Context: an optimization exercise on an open-source flow, tuned for a short achievable clock period and few clock cycles. The choices shown serve that exercise and are no tape-out recipe.
Only simulation tests tie the RTL to the original design; equivalence was not proved.
Power figures rest on the tool's default switching activity, not on a simulated workload.

==> flow/design.v (excerpt) <==
module black_bean(
    clk,
    rst_n,
    IO_MEM_R_DATA,
    IO_MEM_W_DATA,
    IO_MEM_ADDR,
    IO_MEM_R_EN,
    IO_MEM_W_EN
);
Settings: LEC_CHECK=0, ABC_CLOCK_PERIOD_IN_PS=1500, CAP_MARGIN=20, CORE_MARGIN=2, CORE_UTILIZATION=40, SETUP_SLACK_MARGIN=4, SLEW_MARGIN=20, TNS_END_PERCENT=100; clock period 5.5 ns.
run.sh (not shown) runs the stock make flow with config.mk's settings and CLKGATE_MAP_FILE= SYNTH_SCRIPT=/design/flow/synth_recipe.tcl, a recipe that flattens the netlist after the stock synthesis.
The starting point completed with no timing, DRC or antenna violations.
Testbench counts at the start, summed over its fixed seeds: cycles 272,325.
Rerun with:
--- a/flow/config.mk
+++ b/flow/config.mk
@@ -7,7 +7,8 @@
 export LEC_CHECK = 0
-export ABC_CLOCK_PERIOD_IN_PS = 1500
+export ABC_CLOCK_PERIOD_IN_PS = 1200
 export CAP_MARGIN = 20
 export CORE_MARGIN = 2
-export CORE_UTILIZATION = 40
-export SETUP_SLACK_MARGIN = 4
+export CORE_UTILIZATION = 45
+export PLACE_DENSITY = 0.65
+export SETUP_SLACK_MARGIN = 3
 export SLEW_MARGIN = 20
- worst setup slack gains 0.078 ns
- final cell count fell by 7.4%
- die area shrinks by 11%
- synthesized cell count is unchanged
- cell area shrinks by 14%

========
Setup of nickel:
black_bean, a different RTL version from the one above (not shown whole).
For scale: about 2400 cells after synthesis, about 370 flip-flops, ~28 I/O pins, ~0.023 mm² of cells after synthesis.
export LEC_CHECK = 0
export ABC_CLOCK_PERIOD_IN_PS = 1500
export CAP_MARGIN = 20
export CORE_MARGIN = 2
export CORE_UTILIZATION = 35
export SETUP_SLACK_MARGIN = 5
export SLEW_MARGIN = 20
export TNS_END_PERCENT = 100
create_clock -name core_clock -period 5.5 [get_ports {clk}]
Testbench counts of nickel, summed over its fixed seeds: cycles 272,325.
The following lists how ember was set up differently from nickel:
- setting PLACE_DENSITY to 0.65 for the first time
- changing CORE_UTILIZATION from 35 to 45
==> summary.txt <==
ember ends up with a combinational power that is about 5% higher than in nickel. Delta (ember minus nickel): via count has increased, cell area after placement -1.0%, power climbed 300 µW, non-clock buffer count went down by about 6%. Going from nickel to ember, detailed-route wire length higher, cell area after technology mapping roughly the same.
[inputs] yarrow vs ember
- removing PLACE_DENSITY (formerly 0.65)
- changing CORE_UTILIZATION from 45 to 40
Notes after the runs:
The flow did not stop early for yarrow: all stages ran, and the layout cleared the timing, DRC and antenna checks.
yarrow ended up with a lower net switching share of the total power than ember did.
Compared to ember, yarrow has tapcell count 13% higher.
When yarrow is set beside ember, its net switching power turns out to be 7.5% smaller.
yarrow against ember; height of the die is up by a few percent.
Side by side, worst-path maximum fanout turned out lower in yarrow than in ember.
Comparing ember against yarrow, there is no change at all in per-instance average area after synthesis.
## Diff of input files: fjord against yarrow
- SETUP_SLACK_MARGIN: 5 -> 4
Findings:
- Met3 capacity usage during global routing, fjord and yarrow: lower on yarrow
- In fjord the clock distribution area overhead in the final layout turned out 0.34 points lower than in yarrow.
- When the final numbers for fjord and yarrow were put side by side, the total power turned out to be smaller in fjord.
- Compared with yarrow, in fjord total area of sequential cells now smaller, portion of the clock cycle consumed by the worst path in the final layout now larger.

========
black_bean, a different RTL version from the one above (not shown whole).
Size in the first run: ~2100 cells after synthesis, ~350 flip-flops.
export LEC_CHECK = 0
export ABC_CLOCK_PERIOD_IN_PS = 1500
export CAP_MARGIN = 20
export CORE_MARGIN = 2
export CORE_UTILIZATION = 50
export PLACE_DENSITY = 0.7
export SETUP_SLACK_MARGIN = 4
export SLEW_MARGIN = 20
export TNS_END_PERCENT = 100
create_clock -name core_clock -period 5.5 [get_ports {clk}]
The starting point passed the timing, DRC and antenna checks.
Testbench counts at the start, summed over its fixed seeds: cycles 272,325.
Edit:
- CORE_UTILIZATION: 50 -> 40
- PLACE_DENSITY: 0.7 -> unset
Result: The new run went through all stages and came out clean. Sequential share of layout area hardly moves. Worst setup slack improved by 0.26 ns. Fmax rises by 9.3%. Die area rises by 25%.
Edit:
- CORE_UTILIZATION: 40 -> 35
- GPL_ROUTABILITY_DRIVEN: unset -> 0
Outcome: Core utilization falls by 6.7 points; count of clock-buffer cells in the layout is lower by 3; routed wire length rose by a few percent; register-to-register slack is worse by 0.04 ns; design area went up slightly.
Edit:
- ABC_CLOCK_PERIOD_IN_PS: 1500 -> 1200
- CORE_UTILIZATION: 35 -> 45
- GPL_ROUTABILITY_DRIVEN: 0 -> unset
- PLACE_DENSITY: unset -> 0.65
- SETUP_SLACK_MARGIN: 4 -> 3
Outcome:
- The new run passed the timing, DRC and antenna checks
- combinational power goes down by about 37%
- final cell count shrinks by 16%
- via count is lower by 14%
- die area went down by 22%
- utilization rose by 1.3 points
- synthesized area does not change
- non-clock buffer count went down by 362
- design area shrinks by about 20%

========
RTL: one of the versions met above, not the one the previous note started from.
For scale: ~2400 cells after synthesis, ~28 I/O pins, about 23000 sq um of cells after synthesis.
## black_bean
module black_bean(
    clk,
    rst_n,
    IO_MEM_R_DATA,
    IO_MEM_W_DATA,
    IO_MEM_ADDR,
    IO_MEM_R_EN,
    IO_MEM_W_EN
);
input clk, rst_n;
input  [7:0] IO_MEM_R_DATA;
output [7:0] IO_MEM_W_DATA;
output [7:0] IO_MEM_ADDR;
output       IO_MEM_R_EN;
output       IO_MEM_W_EN;
reg [7:0] ar, dr0, dr1, dr2, cr;
reg [7:0] ir;
reg       ir_v;      
reg       ir_raw;    
reg [7:0] irxv;
reg [7:0] ir_pcx;    
reg [7:0] ir_pcx1;   
reg       ir_sk;     
reg       ir_jc;     
reg       ir_ih;     
reg [7:0] ir_iv;
reg       ph;        
reg k_s1, k_s2, k_s3, k_s4i, k_s4, k_s5, k_s6b, k_s6, k_s7, k_s8, k_s9, k_sc;
reg k_sz;            
reg k_t1, k_t2, k_t3, k_t4, k_t5, k_t6, k_t7, k_tc;
reg k_halt, k_rdalu, k_is62, k_load, k_wr, k_imm, k_nsk;
reg k_war, k_wpc;    
reg k_ldwr;          
reg k_seq;           
reg k_br;            
reg k_jmp;           
reg k_irx;           
reg k_imma;          
reg k_skp;           
reg k_w3, k_w4, k_w5, k_w6, k_w7;   
reg [7:0] ir_npc;    
reg [7:0] ir2;
reg       ir2_v;
reg [7:0] ir2_a;     
reg       ir2_h;     
reg [7:0] ir2_hv;
reg [7:0] ir2_a1;    
reg [7:0] ir2_a2;    
reg       ir2_sc, ir2_nt, ir2_t2;   
reg [7:0] wa_m1;     
reg       ir2_bad;   
reg [7:0] addr_q, wdata_q;
reg [7:0] fl;        
reg       wen_q;
reg       halted;
assign IO_MEM_R_EN   = 1'b1;
assign IO_MEM_ADDR   = addr_q;
assign IO_MEM_W_DATA = wdata_q;
assign IO_MEM_W_EN   = wen_q;
wire [7:0] rd = IO_MEM_R_DATA;
wire [7:0] fa = addr_q;         
wire [7:0] fa1 = fa + 8'd1;
wire [7:0] fa2 = fa + 8'd2;
wire [7:0] fa_m1 = fl - 8'd1;
wire [7:0] npc  = ir_npc;
wire [7:0] npc1 = npc + 8'd1;
  ...
export LEC_CHECK = 0
export ABC_CLOCK_PERIOD_IN_PS = 1500
export CAP_MARGIN = 20
export CORE_MARGIN = 2
export CORE_UTILIZATION = 40
export PLACE_DENSITY = 0.7
export SETUP_SLACK_MARGIN = 5
export SLEW_MARGIN = 20
export TNS_END_PERCENT = 100
create_clock -name core_clock -period 5.5 [get_ports {clk}]
Testbench counts at the start, summed over its fixed seeds: cycles 272,325.
Rerun with:
- ABC_CLOCK_PERIOD_IN_PS: 1500 -> 1000
- PLACE_DENSITY: 0.7 -> unset
- The changed run finished with timing, DRC and antenna clean
- sequential power came out lower slightly
- utilization drops by 1.8 points
- via count came out lower by a little under a tenth
- setup slack gains 0.31 ns
- register-to-register slack improved by 0.31 ns
- clock skew is lower by 0.025 ns
- worst hold slack is better by 0.017 ns
- die area does not change
- power goes down by a few percent
- routed wire length is lower by roughly a tenth
- count of clock-buffer cells in the layout went down by 2

========
Setup of xenon:
The RTL this note starts from:
==> flow/design.v <==
`timescale 1ns/1ps
module black_bean(
    clk,
    rst_n,
    IO_MEM_R_DATA,
    IO_MEM_W_DATA,
    IO_MEM_ADDR,
    IO_MEM_R_EN,
    IO_MEM_W_EN
);
input clk, rst_n;
input  [7:0] IO_MEM_R_DATA;
output [7:0] IO_MEM_W_DATA;
output [7:0] IO_MEM_ADDR;
output       IO_MEM_R_EN;
output       IO_MEM_W_EN;
reg [7:0] pc;     
reg [7:0] ar, dr0, dr1, dr2, cr, ir;
reg [7:0] addr_q, wdata_q;
reg       wen_q;
reg       m_mem;    
reg       m_irx;    
reg       m_halt;   
reg [3:0] mt;       
reg       msc;      
assign IO_MEM_R_EN   = 1'b1;
assign IO_MEM_ADDR   = addr_q;
assign IO_MEM_W_DATA = wdata_q;
assign IO_MEM_W_EN   = wen_q;
wire [7:0] rd = IO_MEM_R_DATA;
wire [7:0] pc1 = pc + 8'd1;
wire [7:0] pc2 = pc + 8'd2;
wire [7:0] pcx = m_irx ? pc : pc1;         
wire [7:0] pcx1 = m_irx ? pc1 : pc2;       
wire [8:0] sum = {1'b0, dr0} + {1'b0, dr1};
wire       lt = dr0 < dr1;
wire       eq = dr0 == dr1;
wire       gt = dr0 > dr1;
reg  [7:0] re;
always @(*) begin
    case (cr)
        8'h11: re = sum[7:0];
        8'h01: re = lt ? 8'h3c : eq ? 8'h3d : 8'h3e;
        8'h10: re = eq ? ar : pcx;
        default: re = 8'h00;
    endcase
end
wire [7:0] ad = (cr == 8'h11) ? {7'd0, sum[8]} : 8'h00;
reg br_hold;   
always @(*) begin
    case (cr)
        8'h01: br_hold = lt;
        8'h02: br_hold = eq;
        8'h03: br_hold = gt;
        8'h04: br_hold = !lt;
        8'h05: br_hold = !eq;
        8'h06: br_hold = !gt;
        default: br_hold = 1'b1;
    endcase
end
wire [7:0] br = br_hold ? pcx : ar;
wire [7:0] dr0_inc = dr0 + 8'd1;
wire [7:0] b = m_irx ? ir : rd;
wire [3:0] s = b[7:4];
wire [3:0] t = b[3:0];
reg [7:0] v;   
always @(*) begin
    case (s)
        4'h1: v = b;
        4'h2: v = pcx;
        4'h3: v = ar;
        4'h4: v = (t == 4'h4) ? dr0_inc : dr0;
        4'h5: v = dr1;
        4'h6: v = (t == 4'h2) ? br : cr;
        4'h7: v = dr2;
        4'h8: v = re;
        4'h9: v = ad;
        default: v = 8'h00;
    endcase
end
wire s_c    = (s == 4'hc);
wire s_mem  = (s == 4'hc) || (s == 4'hd);
wire t_mem  = (t == 4'hc) || (t == 4'hd);
wire t_reg  = (t != 4'h0) && (t[3] == 1'b0);    
wire halt   = (b == 8'h00);
wire needbus = t_mem || (s_mem && t_reg);
wire exec   = !m_mem && !m_halt;
wire ex_wr  = exec && !s_mem;
always @(posedge clk) begin
    if (!rst_n) begin
        pc      <= 8'h00;
        ar      <= 8'h00;
        dr0     <= 8'h00;
        dr1     <= 8'h00;
        dr2     <= 8'h00;
        cr      <= 8'h00;
        ir      <= 8'h00;
        addr_q  <= 8'h00;
        wdata_q <= 8'h00;
        wen_q   <= 1'b0;
        m_mem   <= 1'b0;
        m_irx   <= 1'b0;
        m_halt  <= 1'b0;
        mt      <= 4'h0;
        msc     <= 1'b0;
    end else if (m_halt) begin
        wen_q   <= 1'b0;
    end else if (m_mem) begin
        wen_q <= 1'b0;
        if (mt == 4'h1) ir  <= rd;
        if (mt == 4'h3) ar  <= rd;
        if (mt == 4'h4) dr0 <= rd;
        if (mt == 4'h5) dr1 <= rd;
        if (mt == 4'h6) cr  <= rd;
        if (mt == 4'h7) dr2 <= rd;
        m_mem <= 1'b0;
        m_irx <= (mt == 4'h1);
        if (mt == 4'h2) begin
            pc     <= rd;
            addr_q <= rd;
        end else if (msc) begin
            pc     <= pc1;
            addr_q <= pc1;
        end else begin
            addr_q <= pc;
        end
    end else begin
        if (ex_wr && t == 4'h3) ar  <= v;
        if (ex_wr && t == 4'h4) dr0 <= v;
        if (ex_wr && t == 4'h5) dr1 <= v;
        if (ex_wr && t == 4'h6) cr  <= v;
        if (ex_wr && t == 4'h7) dr2 <= v;
        if (ex_wr && t == 4'h1) ir  <= v;
        wdata_q <= v;
        mt      <= t;
        msc     <= s_c;
        if (halt) begin
            m_halt <= 1'b1;
            m_irx  <= 1'b0;
            wen_q  <= 1'b0;
        end else if (needbus) begin
            m_mem  <= 1'b1;
            m_irx  <= 1'b0;
            wen_q  <= t_mem;
            pc     <= pcx;
            addr_q <= (s_c || t == 4'hc) ? pcx : ar;
        end else begin
            wen_q  <= 1'b0;
            m_irx  <= (t == 4'h1);
            if (t == 4'h2) begin
                pc     <= v;
                addr_q <= v;
            end else if (s_c) begin
                pc     <= pcx1;
                addr_q <= pcx1;
            end else begin
                pc     <= pcx;
                addr_q <= pcx;
            end
        end
    end
end
endmodule
Settings: LEC_CHECK=0, CAP_MARGIN=20, CORE_MARGIN=2, CORE_UTILIZATION=40, SLEW_MARGIN=20; clock period 5.5 ns.
xenon: no failed stages, no open violations at the end
Testbench counts of xenon, summed over its fixed seeds: cycles 318,156.
diff inputs: xenon => tundra
- ABC_CLOCK_PERIOD_IN_PS newly set to 1500
- TNS_END_PERCENT newly set to 100
- SETUP_SLACK_MARGIN newly set to 4
--- outcome ---
- Taking xenon as the reference, in tundra fmax picked up an extra 27%; total global-route track usage picked up an extra 5.1 points; worst setup slack picked up an extra 890 ps; multi-input logic area picked up an extra about 24%.
- Relative to xenon, the total power measured on tundra has increased by a little under 10%.
- For xenon and tundra, there was not a single run that failed to finish clean.
- Re met2 demand-to-capacity share in global routing: xenon was lower than tundra.
- The critical path capture point comes out ar[5] in one run and cr[0] in the other, namely in xenon and tundra respectively.
- Delta(via count of the first global-routing pass, tundra - xenon) > 0
- Layout cell share with drive strength beyond 1 (higher): tundra

## separate check: timing with driven ports
The flow's constraints put no driver on any port. The routed layouts listed below were extracted and timed again, unchanged, in two steps. Step 1 sets driving cells, clkbuf_16 on the clock port and buf_2 on the other inputs (assumed; they add their load-dependent delay and slew). Step 2 adds t to the input delays and takes it off the output delays; t is the mean of the earliest and latest rising clock arrival at the registers after step 1. Input paths then give back, and output paths get back, about the clock's delay inside the block. Slacks: ideal / step 1 / step 2; pairs: ideal / step 1.
| run | t, ns | setup slack, ns | clock arrival spread, ns | cell pins on the clock port's net |
|---|---|---|---|---|
| the first run of note 1 | 0.676 | 2.420 / 2.420 / 2.054 | 0.028 / 0.028 | 1 |
| the second run of note 1 | 0.654 | 2.499 / 2.499 / 2.022 | 0.027 / 0.026 | 1 |
| nickel | 0.678 | 2.744 / 2.744 / 2.257 | 0.052 / 0.052 | 1 |
| ember | 0.665 | 2.255 / 2.255 / 2.072 | 0.044 / 0.045 | 1 |
| yarrow | 0.655 | 2.784 / 2.784 / 2.273 | 0.025 / 0.024 | 1 |
| fjord | 0.643 | 2.696 / 2.696 / 2.140 | 0.029 / 0.029 | 1 |
| the first run of note 3 | 0.668 | 2.488 / 2.488 / 2.272 | 0.047 / 0.047 | 1 |
| the second run of note 3 | 0.635 | 2.744 / 2.744 / 2.284 | 0.036 / 0.036 | 1 |
| the third run of note 3 | 0.637 | 2.706 / 2.706 / 2.137 | 0.051 / 0.051 | 1 |
| the fourth run of note 3 | 0.627 | 2.698 / 2.698 / 2.154 | 0.032 / 0.031 | 1 |
| the first run of note 4 | 0.662 | 2.474 / 2.474 / 2.162 | 0.050 / 0.050 | 1 |
| the second run of note 4 | 0.655 | 2.784 / 2.784 / 2.273 | 0.025 / 0.024 | 1 |
| xenon | 0.393 | 1.370 / 1.370 / 1.014 | 0.013 / 0.013 | 1 |
| tundra | 0.400 | 2.257 / 2.255 / 1.856 | 0.013 / 0.013 | 1 |
After both steps every run listed still meets setup and hold. For the third run of note 3, which loses most, drivers alone change the setup slack by 0.000 ns; drivers and shift together by -0.569 ns.
